This is an optimization exercise on Yosys and OpenROAD, whose aim is small area and a short achievable clock period, not a production implementation. In this exercise RTL edits were held to simulation tests only and were not proved equivalent to the original.

<file path="design.v">
module preprocessing (
    input  wire signed [31:0] angle,
    output wire signed [31:0] angle_cordic,
    output wire               sine_sign,
    output wire               cosine_sign
);
    localparam signed [31:0] PI         = 32'h1921FB54;
    localparam signed [31:0] TWO_PI     = 32'h3243F6A8;
    localparam signed [31:0] PI_2       = 32'h0C90FDAA;
    localparam signed [31:0] THREE_PI_2 = 32'h25B2F8FE;
    wire neg = angle[31];
    wire big = ~neg & (angle >= TWO_PI);
    wire signed [31:0] off = neg ? TWO_PI : big ? -TWO_PI : 32'sd0;
    wire signed [31:0] n = angle + off;
    wire q0 = (n <= PI_2);
    wire q1 = ~q0 & (n <= PI);
    wire q2 = ~q0 & ~q1 & (n <= THREE_PI_2);
    wire q3 = ~q0 & ~q1 & ~q2;
    wire m = q1 | q3;                                     
    wire [31:0] c = q1 ? PI + 32'sd1 : q2 ? -PI : q3 ? TWO_PI + 32'sd1 : 32'sd0;
    assign angle_cordic = (n ^ {32{m}}) + c;
    assign sine_sign   = q2 | q3;
    assign cosine_sign = q1 | q2;
endmodule
module cordic_dirs_fast (
    input  wire [31:0] z0,
    output wire [31:0] d
);
    wire signed [31:0] zg0 = z0;
    assign d[0] = ~zg0[31];
    assign d[1] = d[0] ? (zg0 >= 32'sh06487ED5) : (zg0 >= 32'shF9B7812B);
    wire c0_00 = (zg0 >= 32'shF601F44A);
    wire c0_01 = (zg0 >= 32'shFD6D0E0C);
    wire c0_10 = (zg0 >= 32'sh0292F1F4);
    wire c0_11 = (zg0 >= 32'sh09FE0BB6);
    assign d[2] = d[0] ? (d[1] ? c0_11 : c0_10) : (d[1] ? c0_01 : c0_00);
    reg signed [31:0] k0;
    always @(*) begin
        case (d[2:0])
            3'd0: k0 = 32'sh0BF3C316;
            3'd1: k0 = 32'shFF62C56C;
            3'd2: k0 = 32'sh0488A954;
            3'd3: k0 = 32'shF7F7ABAA;
            3'd4: k0 = 32'sh08085456;
            3'd5: k0 = 32'shFB7756AC;
            3'd6: k0 = 32'sh009D3A94;
            3'd7: k0 = 32'shF40C3CEA;
            default: k0 = 32'sd0;
        endcase
    end
    wire signed [31:0] zg1 = zg0 + k0;
    assign d[3] = ~zg1[31];
    assign d[4] = d[3] ? (zg1 >= 32'sh00FEADD5) : (zg1 >= 32'shFF01522B);
    wire c1_00 = (zg1 >= 32'shFE817CBC);
    wire c1_01 = (zg1 >= 32'shFF81279A);
    wire c1_10 = (zg1 >= 32'sh007ED866);
    wire c1_11 = (zg1 >= 32'sh017E8344);
    assign d[5] = d[3] ? (d[4] ? c1_11 : c1_10) : (d[4] ? c1_01 : c1_00);
    reg signed [31:0] k1;
    always @(*) begin
        case (d[5:3])
            3'd0: k1 = 32'sh01BE7DEF;
            3'd1: k1 = 32'shFFC12245;
            3'd2: k1 = 32'sh00BED311;
            3'd3: k1 = 32'shFEC17767;
            3'd4: k1 = 32'sh013E8899;
            3'd5: k1 = 32'shFF412CEF;
            3'd6: k1 = 32'sh003EDDBB;
            3'd7: k1 = 32'shFE418211;
            default: k1 = 32'sd0;
        endcase
    end
    wire signed [31:0] zg2 = zg1 + k1;
    assign d[6] = ~zg2[31];
    assign d[7] = d[6] ? (zg2 >= 32'sh001FFF55) : (zg2 >= 32'shFFE000AB);
    wire c2_00 = (zg2 >= 32'shFFD000C0);
    wire c2_01 = (zg2 >= 32'shFFF00096);
    wire c2_10 = (zg2 >= 32'sh000FFF6A);
    wire c2_11 = (zg2 >= 32'sh002FFF40);
    assign d[8] = d[6] ? (d[7] ? c2_11 : c2_10) : (d[7] ? c2_01 : c2_00);
    reg signed [31:0] k2;
    always @(*) begin
        case (d[8:6])
            3'd0: k2 = 32'sh0037FF3D;
            3'd1: k2 = 32'shFFF80093;
            3'd2: k2 = 32'sh0017FF67;
            3'd3: k2 = 32'shFFD800BD;
            3'd4: k2 = 32'sh0027FF43;
            3'd5: k2 = 32'shFFE80099;
            3'd6: k2 = 32'sh0007FF6D;
            3'd7: k2 = 32'shFFC800C3;
            default: k2 = 32'sd0;
        endcase
    end
    wire signed [31:0] zg3 = zg2 + k2;
    wire [31:9] dh;
    cordic_dirs_hi U0 (.z9(zg3), .d(dh));
    assign d[31:9] = dh;
endmodule
module cordic_dirs_front (
    input  wire [31:0] z0,
    output wire [5:0]  d,
    output wire [31:0] z6
);
    wire signed [31:0] zg0 = z0;
    assign d[0] = ~zg0[31];
    assign d[1] = d[0] ? (zg0 >= 32'sh06487ED5) : (zg0 >= 32'shF9B7812B);
    wire c0_00 = (zg0 >= 32'shF601F44A);
    wire c0_01 = (zg0 >= 32'shFD6D0E0C);
    wire c0_10 = (zg0 >= 32'sh0292F1F4);
    wire c0_11 = (zg0 >= 32'sh09FE0BB6);
    assign d[2] = d[0] ? (d[1] ? c0_11 : c0_10) : (d[1] ? c0_01 : c0_00);
    reg signed [31:0] k0;
    always @(*) begin
        case (d[2:0])
            3'd0: k0 = 32'sh0BF3C316;
            3'd1: k0 = 32'shFF62C56C;
            3'd2: k0 = 32'sh0488A954;
            3'd3: k0 = 32'shF7F7ABAA;
            3'd4: k0 = 32'sh08085456;
            3'd5: k0 = 32'shFB7756AC;
            3'd6: k0 = 32'sh009D3A94;
            3'd7: k0 = 32'shF40C3CEA;
            default: k0 = 32'sd0;
        endcase
    end
    wire signed [31:0] zg1 = zg0 + k0;
    assign d[3] = ~zg1[31];
    assign d[4] = d[3] ? (zg1 >= 32'sh00FEADD5) : (zg1 >= 32'shFF01522B);
    wire c1_00 = (zg1 >= 32'shFE817CBC);
    wire c1_01 = (zg1 >= 32'shFF81279A);
    wire c1_10 = (zg1 >= 32'sh007ED866);
    wire c1_11 = (zg1 >= 32'sh017E8344);
    assign d[5] = d[3] ? (d[4] ? c1_11 : c1_10) : (d[4] ? c1_01 : c1_00);
    reg signed [31:0] k1;
    always @(*) begin
        case (d[5:3])
            3'd0: k1 = 32'sh01BE7DEF;
            3'd1: k1 = 32'shFFC12245;
            3'd2: k1 = 32'sh00BED311;
            3'd3: k1 = 32'shFEC17767;
            3'd4: k1 = 32'sh013E8899;
            3'd5: k1 = 32'shFF412CEF;
            3'd6: k1 = 32'sh003EDDBB;
            3'd7: k1 = 32'shFE418211;
            default: k1 = 32'sd0;
        endcase
    end
    wire signed [31:0] zg2 = zg1 + k1;
    assign z6 = zg2;
endmodule
module cordic_dirs_back (
    input  wire [31:0] z6,
    output wire [31:6] d
);
    wire signed [31:0] zg2 = z6;
    assign d[6] = ~zg2[31];
    assign d[7] = d[6] ? (zg2 >= 32'sh001FFF55) : (zg2 >= 32'shFFE000AB);
    wire c2_00 = (zg2 >= 32'shFFD000C0);
    wire c2_01 = (zg2 >= 32'shFFF00096);
    wire c2_10 = (zg2 >= 32'sh000FFF6A);
    wire c2_11 = (zg2 >= 32'sh002FFF40);
    assign d[8] = d[6] ? (d[7] ? c2_11 : c2_10) : (d[7] ? c2_01 : c2_00);
    reg signed [31:0] k2;
    always @(*) begin
        case (d[8:6])
            3'd0: k2 = 32'sh0037FF3D;
            3'd1: k2 = 32'shFFF80093;
            3'd2: k2 = 32'sh0017FF67;
            3'd3: k2 = 32'shFFD800BD;
            3'd4: k2 = 32'sh0027FF43;
            3'd5: k2 = 32'shFFE80099;
            3'd6: k2 = 32'sh0007FF6D;
            3'd7: k2 = 32'shFFC800C3;
            default: k2 = 32'sd0;
        endcase
    end
    wire signed [31:0] zg3 = zg2 + k2;
    wire [31:9] dh;
    cordic_dirs_hi U0 (.z9(zg3), .d(dh));
    assign d[31:9] = dh;
endmodule
module cordic_dirs_hi (
    input  wire [31:0] z9,
    output wire [31:9] d
);
    wire hi = ~z9[31] & (|z9[30:19]);      
    wire lo =  z9[31] & ~(&z9[30:19]);     
    wire [19:0] t = hi ? 20'hFFFFF : lo ? 20'h00000 : {~z9[19], z9[18:0]};
    genvar g;
    generate for (g = 9; g <= 27; g = g + 1) begin : g_hi
        assign d[g] = t[28-g];
    end endgenerate
    assign d[31:28] = {4{t[0]}};
endmodule
module cordic_dirs #(parameter FIRST = 0) (
    input  wire [31:0] zk,
    output wire [31:0] d
);
    reg [31:0] z [0:9];
    reg [31:0] atan [0:8];
    integer i;
    always @(*) begin
        atan[0] = 32'h06487ED5;
        atan[1] = 32'h03B58CE1;
        atan[2] = 32'h01F5B760;
        atan[3] = 32'h00FEADD5;
        atan[4] = 32'h007FD56F;
        atan[5] = 32'h003FFAAB;
        atan[6] = 32'h001FFF55;
        atan[7] = 32'h000FFFEB;
        atan[8] = 32'h0007FFFD;
        for (i = 0; i <= 9; i = i + 1) z[i] = 32'd0;
        z[FIRST] = zk;
        for (i = FIRST; i < 9; i = i + 1)
            z[i+1] = z[i][31] ? z[i] + atan[i] : z[i] - atan[i];
    end
    genvar g;
    generate for (g = 0; g < 9; g = g + 1) begin : g_lo
        if (g >= FIRST) begin : g_d
            assign d[g] = ~z[g][31];
        end else begin : g_0
            assign d[g] = 1'b0;    
        end
    end endgenerate
    wire [31:9] dh;
    cordic_dirs_hi U0 (.z9(z[9]), .d(dh));
    assign d[31:9] = dh;
endmodule
module cordic_top (
    input  wire        clk,
    input  wire [31:0] x_start,
    input  wire [31:0] y_start,
    input  wire [31:0] angle,
    output wire [31:0] sine,
    output wire [31:0] cosine
);
    wire [31:0] z0;
    wire        sn0, cn0;
    preprocessing U0 (.angle(angle), .angle_cordic(z0), .sine_sign(sn0), .cosine_sign(cn0));
    wire [5:0]  dall;
    wire [31:0] z6;
    cordic_dirs_front U1 (.z0(z0), .d(dall), .z6(z6));
    wire [31:0] x0 = x_start, y0 = y_start;
    wire [31:0] x1_sh = y0;
    wire [31:0] y1_sh = x0;
    wire [31:0] x1_b = x1_sh ^ {32{dall[0]}};
    wire [31:0] y1_b = y1_sh ^ {32{~dall[0]}};
    wire [31:0] x1;
    add32_sk x1_add (.a(x0), .b(x1_b), .ci(dall[0]), .s(x1));
    wire [31:0] y1;
    add32_sk y1_add (.a(y0), .b(y1_b), .ci(~dall[0]), .s(y1));
    wire [31:0] x2_sh = {{1{y1[31]}}, y1[31:1]};
    wire [31:0] y2_sh = {{1{x1[31]}}, x1[31:1]};
    wire [31:0] x2_b = x2_sh ^ {32{dall[1]}};
    wire [31:0] y2_b = y2_sh ^ {32{~dall[1]}};
    wire [31:0] x2;
    add32_sk x2_add (.a(x1), .b(x2_b), .ci(dall[1]), .s(x2));
    wire [31:0] y2;
    add32_sk y2_add (.a(y1), .b(y2_b), .ci(~dall[1]), .s(y2));
    wire [31:0] x3_sh = {{2{y2[31]}}, y2[31:2]};
    wire [31:0] y3_sh = {{2{x2[31]}}, x2[31:2]};
    wire [31:0] x3_b = x3_sh ^ {32{dall[2]}};
    wire [31:0] y3_b = y3_sh ^ {32{~dall[2]}};
    wire [31:0] x3;
    add32_sk x3_add (.a(x2), .b(x3_b), .ci(dall[2]), .s(x3));
    wire [31:0] y3;
    add32_sk y3_add (.a(y2), .b(y3_b), .ci(~dall[2]), .s(y3));
    wire [31:0] x4_sh = {{3{y3[31]}}, y3[31:3]};
    wire [31:0] y4_sh = {{3{x3[31]}}, x3[31:3]};
    wire [31:0] x4_b = x4_sh ^ {32{dall[3]}};
    wire [31:0] y4_b = y4_sh ^ {32{~dall[3]}};
    wire [31:0] x4;
    add32_sk x4_add (.a(x3), .b(x4_b), .ci(dall[3]), .s(x4));
    wire [31:0] y4;
    add32_sk y4_add (.a(y3), .b(y4_b), .ci(~dall[3]), .s(y4));
    wire [31:0] x5_sh = {{4{y4[31]}}, y4[31:4]};
    wire [31:0] y5_sh = {{4{x4[31]}}, x4[31:4]};
    wire [31:0] x5_b = x5_sh ^ {32{dall[4]}};
    wire [31:0] y5_b = y5_sh ^ {32{~dall[4]}};
    wire [31:0] x5;
    add32_sk x5_add (.a(x4), .b(x5_b), .ci(dall[4]), .s(x5));
    wire [31:0] y5;
    add32_sk y5_add (.a(y4), .b(y5_b), .ci(~dall[4]), .s(y5));
    wire [31:0] x6_sh = {{5{y5[31]}}, y5[31:5]};
    wire [31:0] y6_sh = {{5{x5[31]}}, x5[31:5]};
    wire [31:0] x6_b = x6_sh ^ {32{dall[5]}};
    wire [31:0] y6_b = y6_sh ^ {32{~dall[5]}};
    wire [31:0] x6;
    add32_sk x6_add (.a(x5), .b(x6_b), .ci(dall[5]), .s(x6));
    wire [31:0] y6;
    add32_sk y6_add (.a(y5), .b(y6_b), .ci(~dall[5]), .s(y6));
    reg [31:0] x_r1, y_r1, z6_r1;
    reg        sn_r1, cn_r1;
    always @(posedge clk) begin
        x_r1 <= x6; y_r1 <= y6; z6_r1 <= z6;
        sn_r1 <= sn0; cn_r1 <= cn0;
    end
    wire [31:6] db;
    cordic_dirs_back U2 (.z6(z6_r1), .d(db));
    wire [31:6] d1 = {db};
    wire [31:0] x7_sh = {{6{y_r1[31]}}, y_r1[31:6]};
    wire [31:0] y7_sh = {{6{x_r1[31]}}, x_r1[31:6]};
    wire [31:0] x7_b = x7_sh ^ {32{d1[6]}};
    wire [31:0] y7_b = y7_sh ^ {32{~d1[6]}};
    wire [31:0] x7;
    add32_sk x7_add (.a(x_r1), .b(x7_b), .ci(d1[6]), .s(x7));
    wire [31:0] y7;
    add32_sk y7_add (.a(y_r1), .b(y7_b), .ci(~d1[6]), .s(y7));
    wire [31:0] x8_sh = {{7{y7[31]}}, y7[31:7]};
    wire [31:0] y8_sh = {{7{x7[31]}}, x7[31:7]};
    wire [31:0] x8_b = x8_sh ^ {32{d1[7]}};
    wire [31:0] y8_b = y8_sh ^ {32{~d1[7]}};
    wire [31:0] x8;
    add32_sk x8_add (.a(x7), .b(x8_b), .ci(d1[7]), .s(x8));
    wire [31:0] y8;
    add32_sk y8_add (.a(y7), .b(y8_b), .ci(~d1[7]), .s(y8));
    wire [31:0] x9_sh = {{8{y8[31]}}, y8[31:8]};
    wire [31:0] y9_sh = {{8{x8[31]}}, x8[31:8]};
    wire [31:0] x9_b = x9_sh ^ {32{d1[8]}};
    wire [31:0] y9_b = y9_sh ^ {32{~d1[8]}};
    wire [31:0] x9;
    add32_sk x9_add (.a(x8), .b(x9_b), .ci(d1[8]), .s(x9));
    wire [31:0] y9;
    add32_sk y9_add (.a(y8), .b(y9_b), .ci(~d1[8]), .s(y9));
    wire [31:0] x10_sh = {{9{y9[31]}}, y9[31:9]};
    wire [31:0] y10_sh = {{9{x9[31]}}, x9[31:9]};
    wire [31:0] x10_b = x10_sh ^ {32{d1[9]}};
    wire [31:0] y10_b = y10_sh ^ {32{~d1[9]}};
    wire [31:0] x10;
    add32_sk x10_add (.a(x9), .b(x10_b), .ci(d1[9]), .s(x10));
    wire [31:0] y10;
    add32_sk y10_add (.a(y9), .b(y10_b), .ci(~d1[9]), .s(y10));
    wire [31:0] x11_sh = {{10{y10[31]}}, y10[31:10]};
    wire [31:0] y11_sh = {{10{x10[31]}}, x10[31:10]};
    wire [31:0] x11_b = x11_sh ^ {32{d1[10]}};
    wire [31:0] y11_b = y11_sh ^ {32{~d1[10]}};
    wire [31:0] x11;
    add32_sk x11_add (.a(x10), .b(x11_b), .ci(d1[10]), .s(x11));
    wire [31:0] y11;
    add32_sk y11_add (.a(y10), .b(y11_b), .ci(~d1[10]), .s(y11));
    wire [31:0] x12_sh = {{11{y11[31]}}, y11[31:11]};
    wire [31:0] y12_sh = {{11{x11[31]}}, x11[31:11]};
    wire [31:0] x12_b = x12_sh ^ {32{d1[11]}};
    wire [31:0] y12_b = y12_sh ^ {32{~d1[11]}};
    wire [31:0] x12;
    add32_sk x12_add (.a(x11), .b(x12_b), .ci(d1[11]), .s(x12));
    wire [31:0] y12;
    add32_sk y12_add (.a(y11), .b(y12_b), .ci(~d1[11]), .s(y12));
    wire [31:0] x13_sh = {{12{y12[31]}}, y12[31:12]};
    wire [31:0] y13_sh = {{12{x12[31]}}, x12[31:12]};
    wire [31:0] x13_b = x13_sh ^ {32{d1[12]}};
    wire [31:0] y13_b = y13_sh ^ {32{~d1[12]}};
    wire [31:0] x13;
    add32_sk x13_add (.a(x12), .b(x13_b), .ci(d1[12]), .s(x13));
    wire [31:0] y13;
    add32_sk y13_add (.a(y12), .b(y13_b), .ci(~d1[12]), .s(y13));
    wire [31:0] x14_sh = {{13{y13[31]}}, y13[31:13]};
    wire [31:0] y14_sh = {{13{x13[31]}}, x13[31:13]};
    wire [31:0] x14_b = x14_sh ^ {32{d1[13]}};
    wire [31:0] y14_b = y14_sh ^ {32{~d1[13]}};
    wire [31:0] x14;
    add32_sk x14_add (.a(x13), .b(x14_b), .ci(d1[13]), .s(x14));
    wire [31:0] y14;
    add32_sk y14_add (.a(y13), .b(y14_b), .ci(~d1[13]), .s(y14));
    wire [31:0] x15_sh = {{14{y14[31]}}, y14[31:14]};
    wire [31:0] y15_sh = {{14{x14[31]}}, x14[31:14]};
    wire [31:0] x15_b = x15_sh ^ {32{d1[14]}};
    wire [31:0] y15_b = y15_sh ^ {32{~d1[14]}};
    wire [31:0] x15;
    add32_sk x15_add (.a(x14), .b(x15_b), .ci(d1[14]), .s(x15));
    wire [31:0] y15;
    add32_sk y15_add (.a(y14), .b(y15_b), .ci(~d1[14]), .s(y15));
    wire [31:0] x16_sh = {{15{y15[31]}}, y15[31:15]};
    wire [31:0] y16_sh = {{15{x15[31]}}, x15[31:15]};
    wire [31:0] x16_b = x16_sh ^ {32{d1[15]}};
    wire [31:0] y16_b = y16_sh ^ {32{~d1[15]}};
    wire [31:0] x16;
    add32_sk x16_add (.a(x15), .b(x16_b), .ci(d1[15]), .s(x16));
    wire [31:0] y16;
    add32_sk y16_add (.a(y15), .b(y16_b), .ci(~d1[15]), .s(y16));
    wire [31:0] x17_sh = {{16{y16[31]}}, y16[31:16]};
    wire [31:0] y17_sh = {{16{x16[31]}}, x16[31:16]};
    wire [31:0] x17_b = x17_sh ^ {32{d1[16]}};
    wire [31:0] y17_b = y17_sh ^ {32{~d1[16]}};
    wire [31:0] x17;
    add32_sk x17_add (.a(x16), .b(x17_b), .ci(d1[16]), .s(x17));
    wire [31:0] y17;
    add32_sk y17_add (.a(y16), .b(y17_b), .ci(~d1[16]), .s(y17));
    wire [31:0] x18_sh = {{17{y17[31]}}, y17[31:17]};
    wire [31:0] y18_sh = {{17{x17[31]}}, x17[31:17]};
    wire [31:0] x18_b = x18_sh ^ {32{d1[17]}};
    wire [31:0] y18_b = y18_sh ^ {32{~d1[17]}};
    wire [31:0] x18;
    add32_sk x18_add (.a(x17), .b(x18_b), .ci(d1[17]), .s(x18));
    wire [31:0] y18;
    add32_sk y18_add (.a(y17), .b(y18_b), .ci(~d1[17]), .s(y18));
    wire [31:0] x19_sh = {{18{y18[31]}}, y18[31:18]};
    wire [31:0] y19_sh = {{18{x18[31]}}, x18[31:18]};
    wire [31:0] x19_b = x19_sh ^ {32{d1[18]}};
    wire [31:0] y19_b = y19_sh ^ {32{~d1[18]}};
    wire [31:0] x19;
    add32_sk x19_add (.a(x18), .b(x19_b), .ci(d1[18]), .s(x19));
    wire [31:0] y19;
    add32_sk y19_add (.a(y18), .b(y19_b), .ci(~d1[18]), .s(y19));
    wire [31:0] x20_sh = {{19{y19[31]}}, y19[31:19]};
    wire [31:0] y20_sh = {{19{x19[31]}}, x19[31:19]};
    wire [31:0] x20_b = x20_sh ^ {32{d1[19]}};
    wire [31:0] y20_b = y20_sh ^ {32{~d1[19]}};
    wire [31:0] x20;
    add32_sk x20_add (.a(x19), .b(x20_b), .ci(d1[19]), .s(x20));
    wire [31:0] y20;
    add32_sk y20_add (.a(y19), .b(y20_b), .ci(~d1[19]), .s(y20));
    wire [31:0] x21_sh = {{20{y20[31]}}, y20[31:20]};
    wire [31:0] y21_sh = {{20{x20[31]}}, x20[31:20]};
    wire [31:0] x21_b = x21_sh ^ {32{d1[20]}};
    wire [31:0] y21_b = y21_sh ^ {32{~d1[20]}};
    wire [31:0] x21;
    add32_sk x21_add (.a(x20), .b(x21_b), .ci(d1[20]), .s(x21));
    wire [31:0] y21;
    add32_sk y21_add (.a(y20), .b(y21_b), .ci(~d1[20]), .s(y21));
    wire [31:0] x22_sh = {{21{y21[31]}}, y21[31:21]};
    wire [31:0] y22_sh = {{21{x21[31]}}, x21[31:21]};
    wire [31:0] x22_b = x22_sh ^ {32{d1[21]}};
    wire [31:0] y22_b = y22_sh ^ {32{~d1[21]}};
    wire [31:0] x22;
    add32_sk x22_add (.a(x21), .b(x22_b), .ci(d1[21]), .s(x22));
    wire [31:0] y22;
    add32_sk y22_add (.a(y21), .b(y22_b), .ci(~d1[21]), .s(y22));
    wire [31:0] x23_sh = {{22{y22[31]}}, y22[31:22]};
    wire [31:0] y23_sh = {{22{x22[31]}}, x22[31:22]};
    wire [31:0] x23_b = x23_sh ^ {32{d1[22]}};
    wire [31:0] y23_b = y23_sh ^ {32{~d1[22]}};
    wire [31:0] x23;
    add32_sk x23_add (.a(x22), .b(x23_b), .ci(d1[22]), .s(x23));
    wire [31:0] y23;
    add32_sk y23_add (.a(y22), .b(y23_b), .ci(~d1[22]), .s(y23));
    reg [31:0] x_r2, y_r2;
    reg [28:23] d_r2;
    reg        sn_r2, cn_r2;
    always @(posedge clk) begin
        x_r2 <= x23; y_r2 <= y23;
        d_r2 <= d1[28:23];
        sn_r2 <= sn_r1; cn_r2 <= cn_r1;
    end
    wire [31:23] d2 = {{3{d_r2[28]}}, d_r2};
    wire [11:0] xt_r23 = {2'b00, x_r2[9:0]};
    wire [21:0] xt_u = x_r2[31:10];
    wire [11:0] yt_r23 = {2'b00, y_r2[9:0]};
    wire [21:0] yt_u = y_r2[31:10];
    wire xt_mo = &xt_u[12:0];      
    wire xt_mz = ~|xt_u[12:0];     
    wire [8:0] xt_t  = xt_u[21:13];
    wire [8:0] xt_tp = xt_t + 1'b1;
    wire [8:0] xt_tm = xt_t - 1'b1;
    wire yt_mo = &yt_u[12:0];      
    wire yt_mz = ~|yt_u[12:0];     
    wire [8:0] yt_t  = yt_u[21:13];
    wire [8:0] yt_tp = yt_t + 1'b1;
    wire [8:0] yt_tm = yt_t - 1'b1;
    wire [8:0] rx24_tx_t = (xt_r23[11:10] == 2'b01 && xt_mo) ? xt_tp :
                       (xt_r23[11:10] == 2'b11 && xt_mz) ? xt_tm : xt_t;
    wire [11:0] rx24_tx = {{3{rx24_tx_t[8]}}, rx24_tx_t[8:0]};
    wire [8:0] ry24_ty_t = (yt_r23[11:10] == 2'b01 && yt_mo) ? yt_tp :
                       (yt_r23[11:10] == 2'b11 && yt_mz) ? yt_tm : yt_t;
    wire [11:0] ry24_ty = {{3{ry24_ty_t[8]}}, ry24_ty_t[8:0]};
    wire [11:0] rx24_b = ry24_ty ^ {12{d2[23]}};
    wire [11:0] ry24_b = rx24_tx ^ {12{~d2[23]}};
    wire [11:0] rx24;
    add12_sk rx24_add (.a(xt_r23), .b(rx24_b), .ci(d2[23]), .s(rx24));
    wire [11:0] ry24;
    add12_sk ry24_add (.a(yt_r23), .b(ry24_b), .ci(~d2[23]), .s(ry24));
    wire [8:0] rx25_tx_t = (rx24[11:10] == 2'b01 && xt_mo) ? xt_tp :
                       (rx24[11:10] == 2'b11 && xt_mz) ? xt_tm : xt_t;
    wire [11:0] rx25_tx = {{4{rx25_tx_t[8]}}, rx25_tx_t[8:1]};
    wire [8:0] ry25_ty_t = (ry24[11:10] == 2'b01 && yt_mo) ? yt_tp :
                       (ry24[11:10] == 2'b11 && yt_mz) ? yt_tm : yt_t;
    wire [11:0] ry25_ty = {{4{ry25_ty_t[8]}}, ry25_ty_t[8:1]};
    wire [11:0] rx25_b = ry25_ty ^ {12{d2[24]}};
    wire [11:0] ry25_b = rx25_tx ^ {12{~d2[24]}};
    wire [11:0] rx25;
    add12_sk rx25_add (.a(rx24), .b(rx25_b), .ci(d2[24]), .s(rx25));
    wire [11:0] ry25;
    add12_sk ry25_add (.a(ry24), .b(ry25_b), .ci(~d2[24]), .s(ry25));
    wire [8:0] rx26_tx_t = (rx25[11:10] == 2'b01 && xt_mo) ? xt_tp :
                       (rx25[11:10] == 2'b11 && xt_mz) ? xt_tm : xt_t;
    wire [11:0] rx26_tx = {{5{rx26_tx_t[8]}}, rx26_tx_t[8:2]};
    wire [8:0] ry26_ty_t = (ry25[11:10] == 2'b01 && yt_mo) ? yt_tp :
                       (ry25[11:10] == 2'b11 && yt_mz) ? yt_tm : yt_t;
    wire [11:0] ry26_ty = {{5{ry26_ty_t[8]}}, ry26_ty_t[8:2]};
    wire [11:0] rx26_b = ry26_ty ^ {12{d2[25]}};
    wire [11:0] ry26_b = rx26_tx ^ {12{~d2[25]}};
    wire [11:0] rx26;
    add12_sk rx26_add (.a(rx25), .b(rx26_b), .ci(d2[25]), .s(rx26));
    wire [11:0] ry26;
    add12_sk ry26_add (.a(ry25), .b(ry26_b), .ci(~d2[25]), .s(ry26));
    wire [8:0] rx27_tx_t = (rx26[11:10] == 2'b01 && xt_mo) ? xt_tp :
                       (rx26[11:10] == 2'b11 && xt_mz) ? xt_tm : xt_t;
    wire [11:0] rx27_tx = {{6{rx27_tx_t[8]}}, rx27_tx_t[8:3]};
    wire [8:0] ry27_ty_t = (ry26[11:10] == 2'b01 && yt_mo) ? yt_tp :
                       (ry26[11:10] == 2'b11 && yt_mz) ? yt_tm : yt_t;
    wire [11:0] ry27_ty = {{6{ry27_ty_t[8]}}, ry27_ty_t[8:3]};
    wire [11:0] rx27_b = ry27_ty ^ {12{d2[26]}};
    wire [11:0] ry27_b = rx27_tx ^ {12{~d2[26]}};
    wire [11:0] rx27;
    add12_sk rx27_add (.a(rx26), .b(rx27_b), .ci(d2[26]), .s(rx27));
    wire [11:0] ry27;
    add12_sk ry27_add (.a(ry26), .b(ry27_b), .ci(~d2[26]), .s(ry27));
    wire [8:0] rx28_tx_t = (rx27[11:10] == 2'b01 && xt_mo) ? xt_tp :
                       (rx27[11:10] == 2'b11 && xt_mz) ? xt_tm : xt_t;
    wire [11:0] rx28_tx = {{7{rx28_tx_t[8]}}, rx28_tx_t[8:4]};
    wire [8:0] ry28_ty_t = (ry27[11:10] == 2'b01 && yt_mo) ? yt_tp :
                       (ry27[11:10] == 2'b11 && yt_mz) ? yt_tm : yt_t;
    wire [11:0] ry28_ty = {{7{ry28_ty_t[8]}}, ry28_ty_t[8:4]};
    wire [11:0] rx28_b = ry28_ty ^ {12{d2[27]}};
    wire [11:0] ry28_b = rx28_tx ^ {12{~d2[27]}};
    wire [11:0] rx28;
    add12_sk rx28_add (.a(rx27), .b(rx28_b), .ci(d2[27]), .s(rx28));
    wire [11:0] ry28;
    add12_sk ry28_add (.a(ry27), .b(ry28_b), .ci(~d2[27]), .s(ry28));
    wire [8:0] rx29_tx_t = (rx28[11:10] == 2'b01 && xt_mo) ? xt_tp :
                       (rx28[11:10] == 2'b11 && xt_mz) ? xt_tm : xt_t;
    wire [11:0] rx29_tx = {{8{rx29_tx_t[8]}}, rx29_tx_t[8:5]};
    wire [8:0] ry29_ty_t = (ry28[11:10] == 2'b01 && yt_mo) ? yt_tp :
                       (ry28[11:10] == 2'b11 && yt_mz) ? yt_tm : yt_t;
    wire [11:0] ry29_ty = {{8{ry29_ty_t[8]}}, ry29_ty_t[8:5]};
    wire [11:0] rx29_b = ry29_ty ^ {12{d2[28]}};
    wire [11:0] ry29_b = rx29_tx ^ {12{~d2[28]}};
    wire [11:0] rx29;
    add12_sk rx29_add (.a(rx28), .b(rx29_b), .ci(d2[28]), .s(rx29));
    wire [11:0] ry29;
    add12_sk ry29_add (.a(ry28), .b(ry29_b), .ci(~d2[28]), .s(ry29));
    wire [8:0] rx30_tx_t = (rx29[11:10] == 2'b01 && xt_mo) ? xt_tp :
                       (rx29[11:10] == 2'b11 && xt_mz) ? xt_tm : xt_t;
    wire [11:0] rx30_tx = {{9{rx30_tx_t[8]}}, rx30_tx_t[8:6]};
    wire [8:0] ry30_ty_t = (ry29[11:10] == 2'b01 && yt_mo) ? yt_tp :
                       (ry29[11:10] == 2'b11 && yt_mz) ? yt_tm : yt_t;
    wire [11:0] ry30_ty = {{9{ry30_ty_t[8]}}, ry30_ty_t[8:6]};
    wire [11:0] rx30_b = ry30_ty ^ {12{d2[29]}};
    wire [11:0] ry30_b = rx30_tx ^ {12{~d2[29]}};
    wire [11:0] rx30;
    add12_sk rx30_add (.a(rx29), .b(rx30_b), .ci(d2[29]), .s(rx30));
    wire [11:0] ry30;
    add12_sk ry30_add (.a(ry29), .b(ry30_b), .ci(~d2[29]), .s(ry30));
    wire [8:0] rx31_tx_t = (rx30[11:10] == 2'b01 && xt_mo) ? xt_tp :
                       (rx30[11:10] == 2'b11 && xt_mz) ? xt_tm : xt_t;
    wire [11:0] rx31_tx = {{10{rx31_tx_t[8]}}, rx31_tx_t[8:7]};
    wire [8:0] ry31_ty_t = (ry30[11:10] == 2'b01 && yt_mo) ? yt_tp :
                       (ry30[11:10] == 2'b11 && yt_mz) ? yt_tm : yt_t;
    wire [11:0] ry31_ty = {{10{ry31_ty_t[8]}}, ry31_ty_t[8:7]};
    wire [11:0] rx31_b = ry31_ty ^ {12{d2[30]}};
    wire [11:0] ry31_b = rx31_tx ^ {12{~d2[30]}};
    wire [11:0] rx31;
    add12_sk rx31_add (.a(rx30), .b(rx31_b), .ci(d2[30]), .s(rx31));
    wire [11:0] ry31;
    add12_sk ry31_add (.a(ry30), .b(ry31_b), .ci(~d2[30]), .s(ry31));
    wire [8:0] rx32_tx_t = (rx31[11:10] == 2'b01 && xt_mo) ? xt_tp :
                       (rx31[11:10] == 2'b11 && xt_mz) ? xt_tm : xt_t;
    wire [11:0] rx32_tx = {{11{rx32_tx_t[8]}}, rx32_tx_t[8:8]};
    wire [8:0] ry32_ty_t = (ry31[11:10] == 2'b01 && yt_mo) ? yt_tp :
                       (ry31[11:10] == 2'b11 && yt_mz) ? yt_tm : yt_t;
    wire [11:0] ry32_ty = {{11{ry32_ty_t[8]}}, ry32_ty_t[8:8]};
    wire [11:0] rx32_b = ry32_ty ^ {12{d2[31]}};
    wire [11:0] ry32_b = rx32_tx ^ {12{~d2[31]}};
    wire [11:0] rx32;
    add12_sk rx32_add (.a(rx31), .b(rx32_b), .ci(d2[31]), .s(rx32));
    wire [11:0] ry32;
    add12_sk ry32_add (.a(ry31), .b(ry32_b), .ci(~d2[31]), .s(ry32));
    wire cos_v_z = ~|rx32[9:0];
    wire [2:0] cos_v_e = {rx32[11], rx32[11:10]} - {2'b00, cn_r2 & cos_v_z};
    wire [21:0] cos_v_hi = (xt_u + {{19{cos_v_e[2]}}, cos_v_e}) ^ {22{cn_r2}};
    wire [9:0] cos_v_lo = (rx32[9:0] ^ {10{cn_r2}}) + {9'd0, cn_r2};
    wire [31:0] cos_v = {cos_v_hi, cos_v_lo};
    wire sin_v_z = ~|ry32[9:0];
    wire [2:0] sin_v_e = {ry32[11], ry32[11:10]} - {2'b00, sn_r2 & sin_v_z};
    wire [21:0] sin_v_hi = (yt_u + {{19{sin_v_e[2]}}, sin_v_e}) ^ {22{sn_r2}};
    wire [9:0] sin_v_lo = (ry32[9:0] ^ {10{sn_r2}}) + {9'd0, sn_r2};
    wire [31:0] sin_v = {sin_v_hi, sin_v_lo};
    assign cosine = cos_v;
    assign sine   = sin_v;
endmodule
module add32_sk (
    input  wire [31:0] a,
    input  wire [31:0] b,
    input  wire        ci,
    output wire [31:0] s
);
    wire [31:0] p = a ^ b;
    wire [31:0] g0 = (a & b) | {31'd0, p[0] & ci};
    wire [31:0] g1 = g0 | (p & {g0[30], 1'b0, g0[28], 1'b0, g0[26], 1'b0, g0[24], 1'b0, g0[22], 1'b0, g0[20], 1'b0, g0[18], 1'b0, g0[16], 1'b0, g0[14], 1'b0, g0[12], 1'b0, g0[10], 1'b0, g0[8], 1'b0, g0[6], 1'b0, g0[4], 1'b0, g0[2], 1'b0, g0[0], 1'b0});
    wire [31:0] p1 = p & {p[30], 1'b1, p[28], 1'b1, p[26], 1'b1, p[24], 1'b1, p[22], 1'b1, p[20], 1'b1, p[18], 1'b1, p[16], 1'b1, p[14], 1'b1, p[12], 1'b1, p[10], 1'b1, p[8], 1'b1, p[6], 1'b1, p[4], 1'b1, p[2], 1'b1, p[0], 1'b1};
    wire [31:0] g2 = g1 | (p1 & {g1[29], g1[29], 1'b0, 1'b0, g1[25], g1[25], 1'b0, 1'b0, g1[21], g1[21], 1'b0, 1'b0, g1[17], g1[17], 1'b0, 1'b0, g1[13], g1[13], 1'b0, 1'b0, g1[9], g1[9], 1'b0, 1'b0, g1[5], g1[5], 1'b0, 1'b0, g1[1], g1[1], 1'b0, 1'b0});
    wire [31:0] p2 = p1 & {p1[29], p1[29], 1'b1, 1'b1, p1[25], p1[25], 1'b1, 1'b1, p1[21], p1[21], 1'b1, 1'b1, p1[17], p1[17], 1'b1, 1'b1, p1[13], p1[13], 1'b1, 1'b1, p1[9], p1[9], 1'b1, 1'b1, p1[5], p1[5], 1'b1, 1'b1, p1[1], p1[1], 1'b1, 1'b1};
    wire [31:0] g3 = g2 | (p2 & {g2[27], g2[27], g2[27], g2[27], 1'b0, 1'b0, 1'b0, 1'b0, g2[19], g2[19], g2[19], g2[19], 1'b0, 1'b0, 1'b0, 1'b0, g2[11], g2[11], g2[11], g2[11], 1'b0, 1'b0, 1'b0, 1'b0, g2[3], g2[3], g2[3], g2[3], 1'b0, 1'b0, 1'b0, 1'b0});
    wire [31:0] p3 = p2 & {p2[27], p2[27], p2[27], p2[27], 1'b1, 1'b1, 1'b1, 1'b1, p2[19], p2[19], p2[19], p2[19], 1'b1, 1'b1, 1'b1, 1'b1, p2[11], p2[11], p2[11], p2[11], 1'b1, 1'b1, 1'b1, 1'b1, p2[3], p2[3], p2[3], p2[3], 1'b1, 1'b1, 1'b1, 1'b1};
    wire [31:0] g4 = g3 | (p3 & {g3[23], g3[23], g3[23], g3[23], g3[23], g3[23], g3[23], g3[23], 1'b0, 1'b0, 1'b0, 1'b0, 1'b0, 1'b0, 1'b0, 1'b0, g3[7], g3[7], g3[7], g3[7], g3[7], g3[7], g3[7], g3[7], 1'b0, 1'b0, 1'b0, 1'b0, 1'b0, 1'b0, 1'b0, 1'b0});
    wire [31:0] p4 = p3 & {p3[23], p3[23], p3[23], p3[23], p3[23], p3[23], p3[23], p3[23], 1'b1, 1'b1, 1'b1, 1'b1, 1'b1, 1'b1, 1'b1, 1'b1, p3[7], p3[7], p3[7], p3[7], p3[7], p3[7], p3[7], p3[7], 1'b1, 1'b1, 1'b1, 1'b1, 1'b1, 1'b1, 1'b1, 1'b1};
    wire [31:0] g5 = g4 | (p4 & {g4[15], g4[15], g4[15], g4[15], g4[15], g4[15], g4[15], g4[15], g4[15], g4[15], g4[15], g4[15], g4[15], g4[15], g4[15], g4[15], 1'b0, 1'b0, 1'b0, 1'b0, 1'b0, 1'b0, 1'b0, 1'b0, 1'b0, 1'b0, 1'b0, 1'b0, 1'b0, 1'b0, 1'b0, 1'b0});
    wire [31:0] p5 = p4 & {p4[15], p4[15], p4[15], p4[15], p4[15], p4[15], p4[15], p4[15], p4[15], p4[15], p4[15], p4[15], p4[15], p4[15], p4[15], p4[15], 1'b1, 1'b1, 1'b1, 1'b1, 1'b1, 1'b1, 1'b1, 1'b1, 1'b1, 1'b1, 1'b1, 1'b1, 1'b1, 1'b1, 1'b1, 1'b1};
    assign s = p ^ {g5[30:0], ci};
endmodule
module add12_sk (
    input  wire [11:0] a,
    input  wire [11:0] b,
    input  wire        ci,
    output wire [11:0] s
);
    wire [11:0] p = a ^ b;
    wire [11:0] g0 = (a & b) | {11'd0, p[0] & ci};
    wire [11:0] g1 = g0 | (p & {g0[10], 1'b0, g0[8], 1'b0, g0[6], 1'b0, g0[4], 1'b0, g0[2], 1'b0, g0[0], 1'b0});
    wire [11:0] p1 = p & {p[10], 1'b1, p[8], 1'b1, p[6], 1'b1, p[4], 1'b1, p[2], 1'b1, p[0], 1'b1};
    wire [11:0] g2 = g1 | (p1 & {g1[9], g1[9], 1'b0, 1'b0, g1[5], g1[5], 1'b0, 1'b0, g1[1], g1[1], 1'b0, 1'b0});
    wire [11:0] p2 = p1 & {p1[9], p1[9], 1'b1, 1'b1, p1[5], p1[5], 1'b1, 1'b1, p1[1], p1[1], 1'b1, 1'b1};
    wire [11:0] g3 = g2 | (p2 & {1'b0, 1'b0, 1'b0, 1'b0, g2[3], g2[3], g2[3], g2[3], 1'b0, 1'b0, 1'b0, 1'b0});
    wire [11:0] p3 = p2 & {1'b1, 1'b1, 1'b1, 1'b1, p2[3], p2[3], p2[3], p2[3], 1'b1, 1'b1, 1'b1, 1'b1};
    wire [11:0] g4 = g3 | (p3 & {g3[7], g3[7], g3[7], g3[7], 1'b0, 1'b0, 1'b0, 1'b0, 1'b0, 1'b0, 1'b0, 1'b0});
    wire [11:0] p4 = p3 & {p3[7], p3[7], p3[7], p3[7], 1'b1, 1'b1, 1'b1, 1'b1, 1'b1, 1'b1, 1'b1, 1'b1};
    assign s = p ^ {g4[10:0], ci};
endmodule
</file>
<file path="run.sh">
#!/bin/bash
# synth_recipe.tcl (not shown) runs the flow's synth.tcl, then flattens the netlist and writes it again
# the make line also repeats each setting of config.mk as NAME=value (left out here)
make -C /OpenROAD-flow-scripts/flow DESIGN_CONFIG=/design/flow/config.mk WORK_HOME=/design/flow/orfs CLKGATE_MAP_FILE= SYNTH_SCRIPT=/design/flow/synth_recipe.tcl finish
</file>
<file path="config.mk">
export PLATFORM = sky130hd
export DESIGN_NAME = cordic_top
export DESIGN_NICKNAME = cordic_top
export VERILOG_FILES = /design/flow/design.v
export SDC_FILE = /design/flow/constraint.sdc
export NUM_CORES = 4
export LEC_CHECK = 0
export ABC_AREA = 1
export CAP_MARGIN = 20
export CORE_MARGIN = 2
export CORE_UTILIZATION = 40
export SLEW_MARGIN = 20
</file>
<file path="constraint.sdc">
create_clock -name core_clock -period 200.0 [get_ports {clk}]
set_input_delay 40.0000 -clock core_clock [delete_from_list [all_inputs] [get_ports {clk}]]
set_output_delay 40.0000 -clock core_clock [all_outputs]
set_load 0.01 [all_outputs]
</file>
==> run summary <==
run status no timing/DRC/antenna violations; clock latency (worst-skew pair) between 0.5 and 0.6 ns; vias per inst 4.81; most frequent cell after synthesis inv_1; Hold Path Origin sn_r1; CP max FO 19; vias in the first global route 70,100; Worst path max stage delay 0.69 ns; final hold vios 0; WP data arrival ~31 ns; WL per Instance 14.3 microns; CTS resizes 0; Die ar. 220,000 sq um; slew margin rel. 28.3%; hold slack 0.329 ns; Post-Place Worst Slack approximately 130 ns; number of synthesized flops with an enable pin 0; num rows 170; post-DP HPWL 194,000 microns; drt drc 0; Critical R2R Launch z6_r1[31]; register area share after synthesis 3.93%; synth cell count leaders inv_1 (2,142), nand2_1 (1,902), ha_1 (1,658); Syn Nets 14,100; Core Area 215,000 sq um; DR vias 72,300; Synth cell types 79; Initial Util 40.3%; Routability Congestion about 0.92; Yosys reg bits 170; FILL cells 22,600; hold crit path type reg2reg; CTS tree yes; Worst Hold Endpoint sn_r2; post-CTS setup buffers 0; Max Slew Vio Count 0; largest net degree at the start of global routing between 50 and 60; CP most frequent cell nand2_1; unrepaired setup endpoints after global routing false; final worst setup slack 129.00 ns; Synth Flop Type dfxtp_1; Mapped Cells around 12,000; Root Driver clkbuf_16; clock buffer count from CTS 17; Tmin final 71.00 ns; area share of the leading cell type in the synthesized netlist 23.9%; first-pass GRT wire length roughly 360,000 microns; fmax 14.1 MHz; Sink Count 170; H-tree depth 4; IO Pins roughly 160; Post-synth ARST share 0%; Setup TNS Final 0 ns; Worst setup SP type flop; Worst Hold Depth 0; drt total wl 215,000 microns; r2r endpoint x_r2[17]; P&R area growth vs syn 6.54%; worst slew pin tran 1.07 ns; number of DRC markers in iteration 0 3,130; Final nets 14,200; Avg Cell Area, Syn 7.18 sq um; slowest stage cell, crit path dfxtp_1; R2R cell count 345; antenna violations before repair 13; Port Buf Inserts 160; crit share post-route roughly 36%; Crit Path Class reg2out; CTS clk-pin slew, worst paths around 0.080 ns; GRT Util Overall 19.4%; Die H 469 microns; Worst Path Required 160.00 ns; Worst Clk Skew approximately 0.028 ns; Post-Syn Area approximately 87,000 sq um; post-synth top area cell ha_1; layout cells sized above 1 4.34%; CTS Buffer Depth 2; post-route ant nets 0; Worst setup EP type primary output; CTS Hold Bufs 0; final setup violating endpoints 0; Max-Cap Viols 0; Area contributors post-synth ha_1 (24%), xor2_1 (17%), inv_1 (9.3%); Post-Route Utilization 42.9%; drt pass-1 iters 6; reg2reg setup slack 139.09 ns; die width 469 microns; Overflow after GRT 0; Synth Warn # 3
==> sequential cells by signal, summed over array words and instances, names as in the netlist <==
register  cells
cn_r1         1
d_r2          6
y_r1         32
x_r2         32
x_r1         32
cn_r2         1
sn_r2         1
sn_r1         1
z6_r1        32
y_r2         32
==> through the flow <==
| step | instances | area [sq um] |
|---|---|---|
| after floorplan | 12100 | 86700 |
| after global placement | 15000 | 91700 |
| after detailed placement | 15000 | 91700 |
| after CTS | 15000 | 92300 |
| after global routing | 15000 | 92300 |
| final | 15000 | 92300 |
==> worst max-delay path: cells and delay by family (launching register included) <==
family	cells	cell delay, ns
AO/OA/AOI/OAI	57	10.24
XOR/XNOR	10	1.97
adder cells (fa/ha/maj)	13	5.44
buffers and inverters	17	2.88
flip-flops	1	0.69
AND/OR/NAND/NOR	88	9.18
==> layout make-up <==
cell class                 count  area [sq um]  area share, %
multi-input combinational   9541         74400           80.5
inverter                    2225          8360           9.05
tap                         2838          3550           3.85
sequential                   170          3410           3.69
timing repair buffer         219          2040           2.21
clock buffer                  18           439          0.476
clock inverter                14           148          0.160
antenna                        7          17.5         0.0190
==> metal layers <==
| layer | wire, microns | GRT usage [%] | up-vias |
|---|---|---|---|
| met5 | 0 | 0 | - |
| met4 | 5280 | 4.78 | 0 |
| met3 | 4420 | 0.976 | 192 |
| met2 | 106000 | 36.0 | 842 |
| met1 | 99800 | 24.4 | 32300 |
| li1 | - | - | 38900 |
==> cells by family (layout without fill, tap and decap cells) <==
kind of cell / count (synthesis) / after routing / synth area share (%)
buffers and inverters: 2360 / 2476 / 10.4
other: 0 / 7 / 0
muxes: 4 / 4 / 0.0491
DFF: 170 / 170 / 3.93
xor gates and xnor gates: 2467 / 2467 / 25.1
AOI/OAI and AO/OA: 1825 / 1825 / 12.8
adders and majority gates: 1964 / 1964 / 31.0
and+or+nand+nor: 3281 / 3281 / 16.7
==> worst max path at each step <==
| stage | from | to | slack, ns |
|---|---|---|---|
| global route | y_r2[30] | cosine[31] | 125.45 |
| CTS | y_r2[30] | cosine[31] | 128.83 |
| finish | y_r2[28] | cosine[31] | 129.00 |
| global placement | y_r2[30] | cosine[31] | 129.68 |
| floorplan | d_r2[23] | cosine[31] | 133.98 |
| detailed placement | y_r2[30] | cosine[31] | 129.46 |
==> cells in the final DEF (no fill, tap or decap), types with 6 or more instances in the layout <==
cell             count
o22ai_1             28
o21bai_1            59
a21oi_1            711
nor3_1              58
fa_1               306
clkbuf_16           17
inv_2               77
o21a_1               7
inv_1             2142
a211oi_1            41
a21o_1             472
dfxtp_1            167
xnor2_1            811
diode_2              7
o21ai_0            336
xor2_2              23
nand3_2             44
nand2_2             62
buf_4               59
ha_1              1658
nand2_1           1895
a221oi_1             6
nand3_1            427
a31oi_1             16
o21ai_1             50
nand2_4             10
nand3b_1            18
or2_1                7
nor2_1             407
or2_2              161
clkdlybuf4s50_1    160
o221ai_1             7
o31ai_1             14
nor4_1              29
inv_8                6
nand4_1            121
nor2_2              10
xor2_1            1629
o211ai_1            29

[separate check: timing with driven ports]
The results above use ideal ports. As a check the final layout listed here was re-extracted and re-timed, cells and wires unchanged.
Step 1 assumes that a clkbuf_16 drives the clock port and a buf_2 every other input.
Step 2 moves the port delays by t, midway between the first and last clock arrival at a register: inputs arrive t later, outputs are due t later. That takes back most of the time a late clock gives input paths.
a / b / c = no drivers / after step 1 / after step 2; a / b = the first two.
t (ns): 0.590
setup WS [ns]: 128.996 / 128.909 / 129.499
worst setup path after step 2: register to output
clock arrival spread, ns: 0.028 / 0.028
After both steps setup and hold are still met in this run. The setup slack of this run moves by -0.087 ns with the drivers and by +0.503 ns with both steps.
